Context: an optimization exercise on an open-source flow, tuned for small area. The choices shown serve that exercise and are no tape-out recipe. For this run, only the layout was checked, not whether the RTL still works.

File: config.mk
export PLATFORM = sky130hd
export DESIGN_NAME = CPU
export DESIGN_NICKNAME = CPU
export VERILOG_FILES = /design/flow/design.v
export SDC_FILE = /design/flow/constraint.sdc
export NUM_CORES = 4
export LEC_CHECK = 0
export CAP_MARGIN = 20
export CORE_MARGIN = 2
export CORE_UTILIZATION = 40
export SLEW_MARGIN = 20
File: constraint.sdc
create_clock -name core_clock -period 9.0 [get_ports {clk}]
set_input_delay 1.8000 -clock core_clock [delete_from_list [all_inputs] [get_ports {clk}]]
set_output_delay 1.8000 -clock core_clock [all_outputs]
set_load 0.01 [all_outputs]
File: design.v
module ALU (
    input      [31:0] a,
    input      [31:0] b,
    input             op_sub,
    input             op_add,
    input             op_slt,
    input             op_sltu,
    input             op_xor,
    input             op_or,
    input             op_and,
    input             op_sll,
    input             op_sr,
    input             op_sra,
    output     [31:0] res
);
    wire [31:0] bx = b ^ {32{op_sub}};
    wire [32:0] s  = {1'b0, a} + {1'b0, bx} + {32'h0, op_sub};
    wire        ltu = ~s[32];
    wire        lt  = (a[31] ^ b[31]) ? a[31] : ltu;
    wire [31:0] ar;
    genvar i;
    generate
        for (i = 0; i < 32; i = i + 1) begin : rv
            assign ar[i] = a[31 - i];
        end
    endgenerate
    wire [31:0] sin  = op_sll ? ar : a;
    wire        fill = op_sra & a[31] & ~op_sll;
    wire [63:0] sw   = {{32{fill}}, sin} >> b[4:0];
    wire [31:0] sr   = sw[31:0];
    wire [31:0] sl;
    generate
        for (i = 0; i < 32; i = i + 1) begin : rv2
            assign sl[i] = sr[31 - i];
        end
    endgenerate
    assign res = (s[31:0]  & {32{op_add}})
               | ((a ^ b)  & {32{op_xor}})
               | ((a | b)  & {32{op_or}})
               | ((a & b)  & {32{op_and}})
               | (sr       & {32{op_sr}})
               | (sl       & {32{op_sll}})
               | {31'h0, (lt & op_slt) | (ltu & op_sltu)};
endmodule
module DECODER (
    input      [31:0] inst,
    output reg        rf_we,
    output     [31:0] imm,
    output            a_rs1,     
    output            a_pc,      
    output            b_rs2,     
    output            op_sub,    
    output            op_add,
    output            op_slt,
    output            op_sltu,
    output            op_xor,
    output            op_or,
    output            op_and,
    output            op_sll,
    output            op_sr,
    output            op_sra
);
    wire [6:0] opc = inst[6:0];
    wire [2:0] f3  = inst[14:12];
    wire [6:0] f7  = inst[31:25];
    wire       u   = inst[2];            
    wire       r   = inst[5] & ~inst[2];  
    always @(*) begin
        rf_we = 1'b0;
        case (opc)
            7'b0110011: case (f3)
                3'b000, 3'b101: rf_we = (f7 == 7'b0000000) | (f7 == 7'b0100000);
                default:        rf_we = (f7 == 7'b0000000);
            endcase
            7'b0010011: case (f3)
                3'b001:  rf_we = (f7 == 7'b0000000);
                3'b101:  rf_we = (f7 == 7'b0000000) | (f7 == 7'b0100000);
                default: rf_we = 1'b1;
            endcase
            7'b0110111, 7'b0010111: rf_we = 1'b1;
            default: rf_we = 1'b0;
        endcase
    end
    assign imm   = u ? {inst[31:12], 12'h0} : {{20{inst[31]}}, inst[31:20]};
    assign a_rs1 = ~u;
    assign a_pc  = u & ~inst[5];
    assign b_rs2 = r;
    assign op_add  = u | (f3 == 3'b000);
    assign op_sub  = ~u & (((f3 == 3'b000) & r & inst[30]) | (f3 == 3'b010) | (f3 == 3'b011));
    assign op_slt  = ~u & (f3 == 3'b010);
    assign op_sltu = ~u & (f3 == 3'b011);
    assign op_xor  = ~u & (f3 == 3'b100);
    assign op_or   = ~u & (f3 == 3'b110);
    assign op_and  = ~u & (f3 == 3'b111);
    assign op_sll  = ~u & (f3 == 3'b001);
    assign op_sr   = ~u & (f3 == 3'b101);
    assign op_sra  = inst[30];
endmodule
module PC (
    input               clk,
    input               rst,
    input               en,
    output reg [31:2]   cpc,
    output     [31:2]   pc
);
    assign pc = cpc + 30'd1;
    always @(posedge clk) begin
        if (rst)
            cpc <= 30'h000FFFFF;
        else if (en)
            cpc <= pc;
    end
endmodule
module MUX (
    input      [4:0]     ra,
    input                ra_en,
    input      [31:0]    alt,
    input                alt_en,
    input      [32*32-1:0] regs,    
    output reg [31:0]    rd
);
    integer i;
    always @(*) begin
        rd = alt & {32{alt_en}};
        for (i = 1; i < 32; i = i + 1)
            rd = rd | (regs[32*i +: 32] & {32{ra_en & (ra == i)}});
    end
endmodule
module REG_FILE (
    input               clk,
    input      [4:0]    ra0,
    input               ra0_en,
    input      [31:0]   alt0,
    input               alt0_en,
    input      [4:0]    ra1,
    input               ra1_en,
    input      [31:0]   alt1,
    input               alt1_en,
    input      [4:0]    wa,
    input               we,
    input      [31:0]   wd,
    output     [31:0]   rd0,
    output     [31:0]   rd1,
    input      [4:0]    dbg_ra,
    output     [31:0]   dbg_rd
);
    reg  [31:0]      x [1:31];
    wire [32*32-1:0] regs;
    assign regs[31:0] = 32'h0;
    genvar g;
    generate
        for (g = 1; g < 32; g = g + 1) begin : w
            assign regs[32*g +: 32] = x[g];
            always @(posedge clk)
                if (we && wa == g)
                    x[g] <= wd;
        end
    endgenerate
    MUX p0 (.ra(ra0),    .ra_en(ra0_en), .alt(alt0),  .alt_en(alt0_en), .regs(regs), .rd(rd0));
    MUX p1 (.ra(ra1),    .ra_en(ra1_en), .alt(alt1),  .alt_en(alt1_en), .regs(regs), .rd(rd1));
    MUX pd (.ra(dbg_ra), .ra_en(1'b1),   .alt(32'h0), .alt_en(1'b0),    .regs(regs), .rd(dbg_rd));
endmodule
module CPU (
    input                   [ 0 : 0]            clk,
    input                   [ 0 : 0]            rst,
    input                   [ 0 : 0]            global_en,
    output                  [31 : 0]            imem_raddr,
    input                   [31 : 0]            imem_rdata,
    input                   [31 : 0]            dmem_rdata,
    output                  [ 0 : 0]            dmem_we,
    output                  [31 : 0]            dmem_addr,
    output                  [31 : 0]            dmem_wdata,
    output                  [ 0 : 0]            commit,
    output                  [31 : 0]            commit_pc,
    output                  [31 : 0]            commit_inst,
    output                  [ 0 : 0]            commit_halt,
    output                  [ 0 : 0]            commit_reg_we,
    output                  [ 4 : 0]            commit_reg_wa,
    output                  [31 : 0]            commit_reg_wd,
    output                  [ 0 : 0]            commit_dmem_we,
    output                  [31 : 0]            commit_dmem_wa,
    output                  [31 : 0]            commit_dmem_wd,
    input                   [ 4 : 0]            debug_reg_ra,
    output                  [31 : 0]            debug_reg_rd
);
    wire [31:0] inst = imem_rdata;
    wire [31:2] cpc;
    wire [31:2] pc;
    PC pc_u (.clk(clk), .rst(rst), .en(global_en), .cpc(cpc), .pc(pc));
    assign imem_raddr = {pc, 2'b00};
    wire        rf_we;
    wire [31:0] imm;
    wire        a_rs1, a_pc, b_rs2;
    wire        op_sub, op_add, op_slt, op_sltu, op_xor, op_or, op_and, op_sll, op_sr, op_sra;
    DECODER dec (
        .inst(inst), .rf_we(rf_we), .imm(imm),
        .a_rs1(a_rs1), .a_pc(a_pc), .b_rs2(b_rs2),
        .op_sub(op_sub), .op_add(op_add), .op_slt(op_slt), .op_sltu(op_sltu),
        .op_xor(op_xor), .op_or(op_or), .op_and(op_and),
        .op_sll(op_sll), .op_sr(op_sr), .op_sra(op_sra)
    );
    wire [31:0] src_a, src_b, alu_res;
    wire        wen = rf_we & global_en & ~rst;
    REG_FILE rf (
        .clk(clk),
        .ra0(inst[19:15]), .ra0_en(a_rs1), .alt0({pc, 2'b00}), .alt0_en(a_pc),
        .ra1(inst[24:20]), .ra1_en(b_rs2), .alt1(imm),         .alt1_en(~b_rs2),
        .wa(inst[11:7]), .we(wen), .wd(alu_res),
        .rd0(src_a), .rd1(src_b),
        .dbg_ra(debug_reg_ra), .dbg_rd(debug_reg_rd)
    );
    ALU alu (
        .a(src_a), .b(src_b),
        .op_sub(op_sub), .op_add(op_add), .op_slt(op_slt), .op_sltu(op_sltu),
        .op_xor(op_xor), .op_or(op_or), .op_and(op_and),
        .op_sll(op_sll), .op_sr(op_sr), .op_sra(op_sra),
        .res(alu_res)
    );
    reg        commit_r;
    reg [31:0] cinst_r;
    reg [31:0] cwd_r;
    reg        cwe_r;
    always @(posedge clk) begin
        commit_r <= global_en & ~rst;
        cinst_r  <= inst;
        cwd_r    <= alu_res;
        cwe_r    <= rf_we;
    end
    assign commit         = commit_r;
    assign commit_pc      = {cpc, 2'b00};
    assign commit_inst    = cinst_r;
    assign commit_halt    = (cinst_r == 32'h00100073);
    assign commit_reg_we  = cwe_r;
    assign commit_reg_wa  = cinst_r[11:7];
    assign commit_reg_wd  = cwd_r;
    assign dmem_we        = 1'b0;
    assign dmem_addr      = 32'h0;
    assign dmem_wdata     = 32'h0;
    assign commit_dmem_we = 1'b0;
    assign commit_dmem_wa = 32'h0;
    assign commit_dmem_wd = 32'h0;
endmodule
File: run.sh
#!/bin/bash
# synth_recipe.tcl (not shown) runs the flow's synth.tcl, then flattens the netlist and writes it again
# the make line also repeats each setting of config.mk as NAME=value (left out here)
make -C /OpenROAD-flow-scripts/flow DESIGN_CONFIG=/design/flow/config.mk WORK_HOME=/design/flow/orfs CLKGATE_MAP_FILE= SYNTH_SCRIPT=/design/flow/synth_recipe.tcl finish
==> metrics.cfg <==
[run_status]
status = finished clean

[yosys]
avgSynthCellArea_um2 = 10.9
yosysSeqAreaShare = 0.525
synthTopCellsByArea = edfxtp_1, a22oi_1, nand3_1, dfxtp_1, nand4_1
synth_cell_types = 99
synth_top_family_by_area = compound AO/OA/AOI/OAI gates
synth-seq-cells = 1088
netlist.top_cell.by_area = edfxtp_1
syn_inst = 5517
yosysWarnings = 6
synthSimpleGateAreaFrac = 0.172
synth-xor-area-share = 0.0155
synth_ff_type = edfxtp_1
yosys.area.top_type_share = 0.493
synth.cell_area_um2 = 60400
synth_mux_area_frac = 0.0237
async_flop_share = 0
synth-compound-area-share = 0.187
synth-edff-count = 992
synthAdderAreaFrac = 0.0204

[clock_tree]
root_buffer = clkbuf_16
cts_hold_buf = 0
numCtsBuffers = 117
clockBufferDepth = 3
clkSinkCount = 1088
worstSkewPairLatency_ns = 0.84
post_cts_buffers = 0
clkTransAtPathRegs_ns = 0.06
htree_levels = 3
cts_tree = yes
cts_resized = 0

[die]
ios = 370
dieArea_um2 = 154000
die_y_um = 393
core_area_um2 = 150000
rows = 142
die_x_um = 393
initial_core_util = 0.403

[timing]
fin_crit_ns = 8.67
tightest_slew_ns = 1.43
drv_slew = 0
finClkSkew_ns = 0.0766
period_share = 0.964
max_freq_mhz = 115
setup_viol = 0
rsz0062_at_grt = no
timing.final.ws_setup_ns = 0.327
tns_ns = 0
hold_viol_final = 0
slew_headroom = 0.0469

[grt]
antenna_found_initial = 40
grt_start_max_net_pins = 75
overflow = 0
track_usage = 0.496
grt_pass1_vias = 58321
grt_pass1_wl_mm = 517

[place]
gp_congestion = 1.09
place_hpwl_mm = 251
place_inst = 7800
place_ws_ns = 0.0291
io_buffers = 203

[layout]
area_growth_pct = 20.5
nNetsFinal = 6075
layout-drive-gt1-share = 0.152
seqCellArea_um2 = 31700
n_fill_cell = 13403
multi_input_area_um2 = 26700
stdcell_count = 8078
final_cell_mix = edfxtp_1, nand3_1, a22oi_1, buf_4, nand4_1
final_common_cell = edfxtp_1

[critical_path]
critical_path.max_stage_delay_ns = 1.01
critPathArrivalTime_ns = 9.19
setup.worst_path.end_class = flip-flop
timing.rr.start = pc_u.cpc[2]
slowest_stage = nor2b_4
crit_required_ns = 9.52
crit_chain = clkdlybuf4s50_1 > nor2b_4 > and2_1 > buf_4 > a22oi_1 > and4_1 > nand4_1 > ha_1 > a21oi_1 > nor2b_1 > nand3b_1 > a41oi_1 > buf_4 > o31ai_1 > a2111oi_0 > or3_1 > o21ai_0 > buf_4 > nand2b_1 > mux2i_1 > a211oi_1 > o21ai_2 > buf_12
crit_type = in -> reg
startpoint = imem_rdata[15]
start_kind = input port
crit_top_cell = buf_4
path_max_fanout = 32

[pwr]
peakVddDrop_uv = 154
p_int_mw = 10.2
power_density_nw_per_um2 = 208
p_switching_mw = 4.90
combPwrFrac = 0.253
p_leak_nw = 25.0
power_mw = 15.1
p_clk_frac = 0.337
p_sw_frac = 0.324
p_seq_frac = 0.410

[run]
cap_violations = 0

[detailed_routing]
routedWlPerCell_um = 49.0
drtPass1Iterations = 15
via_per_inst = 8.17
drt_iter0_drc = 16303
remaining_drc_errors = 0
postRouteAntennaNets = 0
vias = 65992
finalWirelength_mm = 396

[worst_hold_path]
hp-start = pc_u.cpc[25]
hold_class = reg -> reg

[per-stage QoR]
| stage | area (um2) | hold WS, ns | util |
|---|---|---|---|
| final | 72800 | 0.591 | 0.486 |
| after global routing | 72600 | 0.619 | 0.485 |
| after CTS | 72600 | 0.598 | 0.484 |
| after detailed placement | 68600 | 0.590 | 0.458 |
| after global placement | 68500 | 0.580 | 0.458 |
| after floorplan | 60900 | 0.559 | - |
[worst max-delay path, delay by kind of cell]
| kind | cells | cell delay, ns |
|---|---|---|
| mux | 1 | 0.14 |
| compound gates | 8 | 1.57 |
| fa+ha+maj | 1 | 0.25 |
| buf+inv | 5 | 1.84 |
| simple gates | 8 | 3.48 |
[metal layers]
layer,vias up,global-route usage,routed length [um]
li1,23064,-,-
met5,-,0.0287,1010
met2,8692,0.638,147000
met3,2771,0.314,77400
met1,31429,0.576,129000
met4,36,0.381,41000
[cell families (layout without fill, tap and decap cells)]
| logic type | Yosys count | count (layout) |
|---|---|---|
| AO/OA/AOI/OAI | 1452 | 1452 |
| multiplexers | 132 | 132 |
| adder cells (fa/ha/maj) | 98 | 98 |
| other | 1 | 192 |
| flip-flops | 1088 | 1088 |
| XOR/XNOR | 107 | 107 |
| buffers and inverters | 704 | 1058 |
| AND/OR/NAND/NOR | 1935 | 1935 |
[registers in the layout, summed over array words and instances, names as in the netlist]
name / count
cinst_r: 32
commit_r: 1
cwd_r: 32
cwe_r: 1
pc_u.cpc: 30
rf.x: 992
[final timing paths]
check / to / slack [ns] / depth (start not counted)
max: rf.x[30][30] / 0.33 / 23
min: pc_u.cpc[25] / 0.59 / 2
max reg2reg: rf.x[30][30] / 2.35 / 22
min reg2reg: pc_u.cpc[25] / 0.59 / 2
[synth_stat cells, types with 78 or more instances]
library cell  number
a221oi_1         129
nand4_1          296
a22o_1           110
nor2_1           182
nor3_1            78
a22oi_1          743
buf_4            144
nand2_1          186
edfxtp_1         992
dfxtp_1           96
ha_1              97
nand3_1          791
mux2i_1          113
inv_1             88
buf_2            123
and3_1            91
clkbuf_1         281
[final cells by class]
cell class                      instances  area share
Antenna cell                           58     0.00199
Clock buffer                          144      0.0433
Sequential cell                      1088       0.436
Timing Repair Buffer                  748       0.102
Inverter                               92     0.00481
Multi-Input combinational cell       3858       0.366
Clock inverter                         74      0.0107
Tap cell                             2016      0.0347
[power groups by stage]
stage	Combinational (mW)	Sequential [mW]	Clock, mW
2_1_floorplan	1.58	6.35	0
3_3_place_gp	3.59	6.30	0
3_5_place_dp	3.62	6.30	0
4_1_cts	3.63	6.20	5.05
5_1_grt	3.92	6.21	5.24
6_report	3.83	6.20	5.09
